From an optimization exercise on the open Yosys and OpenROAD flow, aimed at small area and a short achievable clock period; shortcuts taken in it are not production practice.
At most, simulation tests tie the RTL to the original design; equivalence was not proved.
No driver is modelled on the clock port, so clocking that relies on it looks cheaper here than on a real chip.
No activity file was given, so power comes from the tool's default toggle rates.

Setup of the baseline:
## frequency_measurement
module frequency_measurement #(
    parameter WIDTH = 32
)(
    input  logic clk,
    input  logic reset,
    input  logic [WIDTH-1:0] a, b,
    input  logic [3:0] opcode,
    output logic [WIDTH-1:0] result,
    output logic N, Z, C, V
);
For scale: ~8400 cells after synthesis, about 210 flip-flops, ~110 I/O pins, ~55000 um^2 of cells after synthesis.
Settings: LEC_CHECK=0, ABC_AREA=1, CAP_MARGIN=20, CORE_MARGIN=2, CORE_UTILIZATION=50, CTS_CLUSTER_DIAMETER=40, CTS_CLUSTER_SIZE=10, SLEW_MARGIN=20; clock period 75.0 ns.
run.sh (not shown) runs the stock make flow with config.mk's settings and CLKGATE_MAP_FILE= SYNTH_SCRIPT=/design/flow/synth_recipe.tcl, a recipe that flattens the netlist after the stock synthesis.
Modified inputs, the candidate compared to the baseline
--- a/flow/design.v
+++ b/flow/design.v
@@ -995,22 +995,21 @@
     wire qc2 = (~|cb[31:30]) & ~c_d2[30];
     wire [29:0] c_r2 = qc2 ? c_d2[29:0] : c_t2;
     wire [30:0] c_t1 = {c_r2, ca[1]};
     wire [31:0] c_d1 = {1'b0, c_t1} - {1'b0, cb[30:0]};
     wire qc1 = (~|cb[31:31]) & ~c_d1[31];
     wire [30:0] c_r1 = qc1 ? c_d1[30:0] : c_t1;
     wire [31:0] c_t0 = {c_r1, ca[0]};
     wire [32:0] c_d0 = {1'b0, c_t0} - {1'b0, cb[31:0]};
     wire qc0 = (1'b1) & ~c_d0[32];
     wire [31:0] c_r0 = qc0 ? c_d0[31:0] : c_t0;
     wire [31:0] quo = {cq, qc6, qc5, qc4, qc3, qc2, qc1, qc0};
     wire [31:0] rem = c_r0;
-    wire zrem = qc0 ? (c_t0 == cb) : (c_t0 == 32'd0);
     always_comb begin
         case (rsel)
             2'd1: begin result = quo; Z = (quo == 32'd0); end
-            2'd2: begin result = rem; Z = zrem; end
+            2'd2: begin result = rem; Z = (rem == 32'd0); end
             default: begin result = roth; Z = rzo; end
         endcase
         N = result[31];
     end
 endmodule
## What came out
Sort the candidate and the baseline by compound-gate portion of the synthesized area, ascending, and the candidate comes first.
Sequential cell area: the candidate vs the baseline, no meaningful difference
On y dimension of the die, the candidate and the baseline are basically level.
Post-route worst setup slack for the candidate is lower than for the baseline.
The final layout from the candidate, which completed every stage, passed the timing, DRC and antenna checks at the end of the flow.
Relative to the baseline, detailed route wirelength on metal2 increased by 6500 um in the candidate.
Against the baseline, the candidate comes in 39 higher on number of non-clock inverters in the layout.
Function not checked in the candidate: the RTL went through the layout flow alone.

---

frequency_measurement, a different RTL version from the one above (not shown whole).
Size in the first run: about 8000 cells after synthesis, roughly 180 flip-flops, about 110 I/O pins.
==> flow/config.mk <==
export PLATFORM = sky130hd
export DESIGN_NAME = frequency_measurement
export DESIGN_NICKNAME = frequency_measurement
export VERILOG_FILES = /design/flow/design.v
export SDC_FILE = /design/flow/constraint.sdc
export NUM_CORES = 4
export LEC_CHECK = 0
export ABC_AREA = 1
export CAP_MARGIN = 20
export CORE_MARGIN = 2
export CORE_UTILIZATION = 50
export CTS_CLUSTER_DIAMETER = 40
export CTS_CLUSTER_SIZE = 10
export SLEW_MARGIN = 20
==> flow/constraint.sdc <==
create_clock -name core_clock -period 75.0 [get_ports {clk}]
set_input_delay 15.0000 -clock core_clock [delete_from_list [all_inputs] [get_ports {clk}]]
set_output_delay 15.0000 -clock core_clock [all_outputs]
set_load 0.01 [all_outputs]
standard.sh (not shown) runs the stock make flow with config.mk's settings and CLKGATE_MAP_FILE= SYNTH_SCRIPT=/design/flow/synth_recipe.tcl, a recipe that flattens the netlist after the stock synthesis.
==> flow/flow/run.sh <==
#!/bin/bash
set -euo pipefail
MARGIN=$(cat flow/margin.txt)
MARGIN_CTS=$(cat flow/margin_cts.txt)
SEQ="-sequence unbuffer,sizeup,swap,buffer"
R=$PWD/orfs/results/sky130hd/frequency_measurement/base
bash standard.sh place > std_place.log 2>&1
PORTBUF=buf_2 RTARGS="$SEQ" ODB_IN=$R/3_place.odb ODB_OUT=$R/3_place.odb SDC=$R/3_place.sdc MARGIN=$MARGIN TNS=0 PROPAGATED=0 \
  openroad -no_splash -exit flow/repair.tcl > repair_place.log 2>&1
bash standard.sh cts > std_cts.log 2>&1
RTARGS="$SEQ" ODB_IN=$R/4_cts.odb ODB_OUT=$R/4_cts.odb SDC=$R/4_cts.sdc MARGIN=$MARGIN_CTS TNS=0 PROPAGATED=1 \
  openroad -no_splash -exit flow/repair.tcl > repair_cts.log 2>&1
bash standard.sh finish > std_finish.log 2>&1
==> flow/flow/margin.txt <==
45.7
==> flow/flow/margin_cts.txt <==
44.8
==> flow/flow/repair.tcl <==
read_liberty $::env(FLOW_HOME)/platforms/sky130hd/lib/sky130_fd_sc_hd__tt_025C_1v80.lib
read_db $::env(ODB_IN)
read_sdc $::env(SDC)
if {$::env(PROPAGATED)} { set_propagated_clock [all_clocks] }
source $::env(FLOW_HOME)/platforms/sky130hd/setRC.tcl
set_dont_use [get_lib_cells {sky130_fd_sc_hd__probe* sky130_fd_sc_hd__lpflow*}]
# the port buffers the standard flow inserts are slow delay cells; use plain buffers
if {[info exists ::env(PORTBUF)]} {
  foreach inst [get_cells {input* output*}] {
    if {[get_property $inst ref_name] == "sky130_fd_sc_hd__clkdlybuf4s50_1"} {
      replace_cell $inst [get_lib_cells sky130_fd_sc_hd__$::env(PORTBUF)]
    }
  }
}
estimate_parasitics -placement
puts "before: worst slack [sta::worst_slack_cmd max] area [rsz::design_area]"
set reps 1
if {[info exists ::env(REPEAT)]} { set reps $::env(REPEAT) }
for {set i 0} {$i < $reps} {incr i} {
  repair_timing -setup -setup_margin $::env(MARGIN) -repair_tns $::env(TNS) {*}$::env(RTARGS) -verbose
}
detailed_placement
check_placement -verbose
estimate_parasitics -placement
puts "after: worst slack [sta::worst_slack_cmd max] area [rsz::design_area]"
report_worst_slack -max
report_worst_slack -min
write_db $::env(ODB_OUT)
The baseline completed with no timing, DRC or antenna violations.
Rerun with:
--- a/flow/design.v
+++ b/flow/design.v
@@ -913,38 +913,38 @@
     wire [7:0] a_t24 = {a_r25, a[24]};
     wire [8:0] a_d24 = {1'b0, a_t24} - {1'b0, b[7:0]};
     wire qa24 = (~|b[31:8]) & ~a_d24[8];
     wire [7:0] a_r24 = qa24 ? a_d24[7:0] : a_t24;
     wire [8:0] a_t23 = {a_r24, a[23]};
     wire [9:0] a_d23 = {1'b0, a_t23} - {1'b0, b[8:0]};
     wire qa23 = (~|b[31:9]) & ~a_d23[9];
     wire [8:0] a_r23 = qa23 ? a_d23[8:0] : a_t23;
     wire [9:0] a_t22 = {a_r23, a[22]};
     wire [10:0] a_d22 = {1'b0, a_t22} - {1'b0, b[9:0]};
     wire qa22 = (~|b[31:10]) & ~a_d22[10];
     wire [9:0] a_r22 = qa22 ? a_d22[9:0] : a_t22;
+    wire [10:0] a_t21 = {a_r22, a[21]};
+    wire [11:0] a_d21 = {1'b0, a_t21} - {1'b0, b[10:0]};
+    wire qa21 = (~|b[31:11]) & ~a_d21[11];
+    wire [10:0] a_r21 = qa21 ? a_d21[10:0] : a_t21;
     logic [31:0] ra, rb;
-    logic [9:0] rq, rc;
+    logic [10:0] rq, rc;
     always_ff @(posedge clk or posedge reset)
         if (reset) begin ra <= '0; rb <= '0; end
         else begin ra <= a; rb <= b; end
     always_ff @(posedge clk) begin
-        rq <= {qa31, qa30, qa29, qa28, qa27, qa26, qa25, qa24, qa23, qa22};
-        rc <= a_r22;
+        rq <= {qa31, qa30, qa29, qa28, qa27, qa26, qa25, qa24, qa23, qa22, qa21};
+        rc <= a_r21;
     end
-    wire [10:0] b_t21 = {rc, ra[21]};
-    wire [11:0] b_d21 = {1'b0, b_t21} - {1'b0, rb[10:0]};
-    wire qb21 = (~|rb[31:11]) & ~b_d21[11];
-    wire [10:0] b_r21 = qb21 ? b_d21[10:0] : b_t21;
-    wire [11:0] b_t20 = {b_r21, ra[20]};
+    wire [11:0] b_t20 = {rc, ra[20]};
     wire [12:0] b_d20 = {1'b0, b_t20} - {1'b0, rb[11:0]};
     wire qb20 = (~|rb[31:12]) & ~b_d20[12];
     wire [11:0] b_r20 = qb20 ? b_d20[11:0] : b_t20;
     wire [12:0] b_t19 = {b_r20, ra[19]};
     wire [13:0] b_d19 = {1'b0, b_t19} - {1'b0, rb[12:0]};
     wire qb19 = (~|rb[31:13]) & ~b_d19[13];
     wire [12:0] b_r19 = qb19 ? b_d19[12:0] : b_t19;
     wire [13:0] b_t18 = {b_r19, ra[18]};
     wire [14:0] b_d18 = {1'b0, b_t18} - {1'b0, rb[13:0]};
     wire qb18 = (~|rb[31:14]) & ~b_d18[14];
     wire [13:0] b_r18 = qb18 ? b_d18[13:0] : b_t18;
     wire [14:0] b_t17 = {b_r18, ra[17]};
@@ -1002,25 +1002,25 @@
     booth_mul mul_unit (.x(ra), .y(rb), .p(prod));
     wire big = |rb[31:5];
     wire right = opcode[0];
     wire [31:0] sh_in, sh_rev, sh_out, sh_res;
     genvar gi;
     for (gi = 0; gi < 32; gi = gi + 1) begin : rev
         assign sh_rev[gi] = ra[31-gi];
         assign sh_res[gi] = right ? sh_out[31-gi] : sh_out[gi];
     end
     assign sh_in = right ? sh_rev : ra;
     assign sh_out = big ? 32'd0 : (sh_in << rb[4:0]);
     wire m31 = rb[31] ^ (|rb[30:0]);
-    wire [25:0] qhi = {rq, qb21, qb20, qb19, qb18, qb17, qb16, qb15, qb14, qb13, qb12, qb11, qb10, qb9, qb8, qb7, qb6};
+    wire [25:0] qhi = {rq, qb20, qb19, qb18, qb17, qb16, qb15, qb14, qb13, qb12, qb11, qb10, qb9, qb8, qb7, qb6};
     wire [31:0] dstate = {qhi, ra[5:0]};
     logic [31:0] oth;
     logic c_n, v_n;
     logic [1:0] sel;
     always_comb begin
         c_n = 1'b0;
         v_n = 1'b0;
         sel = 2'd3;
         oth = 32'd0;
         case (opcode)
             4'd0: begin oth = addr[31:0]; c_n = addr[32]; v_n = (ra[31] == rb[31]) && (addr[31] != ra[31]); end
             4'd1: begin oth = addr[31:0]; v_n = (ra[31] == m31) && (addr[31] != ra[31]); end
Core utilization decreases by 2.3 points.
Count of clock-buffer cells in the layout increases by 1.
Power increases by 6.6%.
Hold slack loses 11 ps.
Final cell count increases by 0.36%.
Sequential cell count increases by 2.
Wire length decreases by 3.5%.
Sequential power is about the same.
Only the layout flow was run in the first run of this note; the RTL was not checked for function there.

## re-timing with driven ports
Ports are ideal in the flow. The routed layouts listed here were re-timed in OpenROAD.
Step 1 assumes that a clkbuf_16 drives the clock port and a buf_2 every other input.
Step 2 adds t to the input delays and takes it off the output delays; t is the mean of the earliest and latest rising clock arrival at the registers after step 1. Input paths then give back, and output paths get back, about the clock's delay inside the block.
Three values: ideal ports, drivers, drivers and shift; two values: the first two.
run | t, ns | slack for setup (ns) | worst setup path after step 2 | worst data-port slew with drivers (ns) | cell pins on the clock port's net
the baseline | 0.716 | 37.617 / 37.617 / 37.617 | register to register | 0.12 | 1
the candidate | 0.701 | 37.099 / 37.099 / 37.099 | register to register | 0.18 | 1
the first run of note 2 | 0.586 | 43.802 / 43.802 / 43.802 | register to register | 0.20 | 1
the second run of note 2 | 0.627 | 44.549 / 44.540 / 43.985 | input to register | 0.10 | 1
After both steps every run listed still meets setup and hold. For the second run of note 2, which loses most, drivers alone change the setup slack by -0.009 ns; drivers and shift together by -0.564 ns.
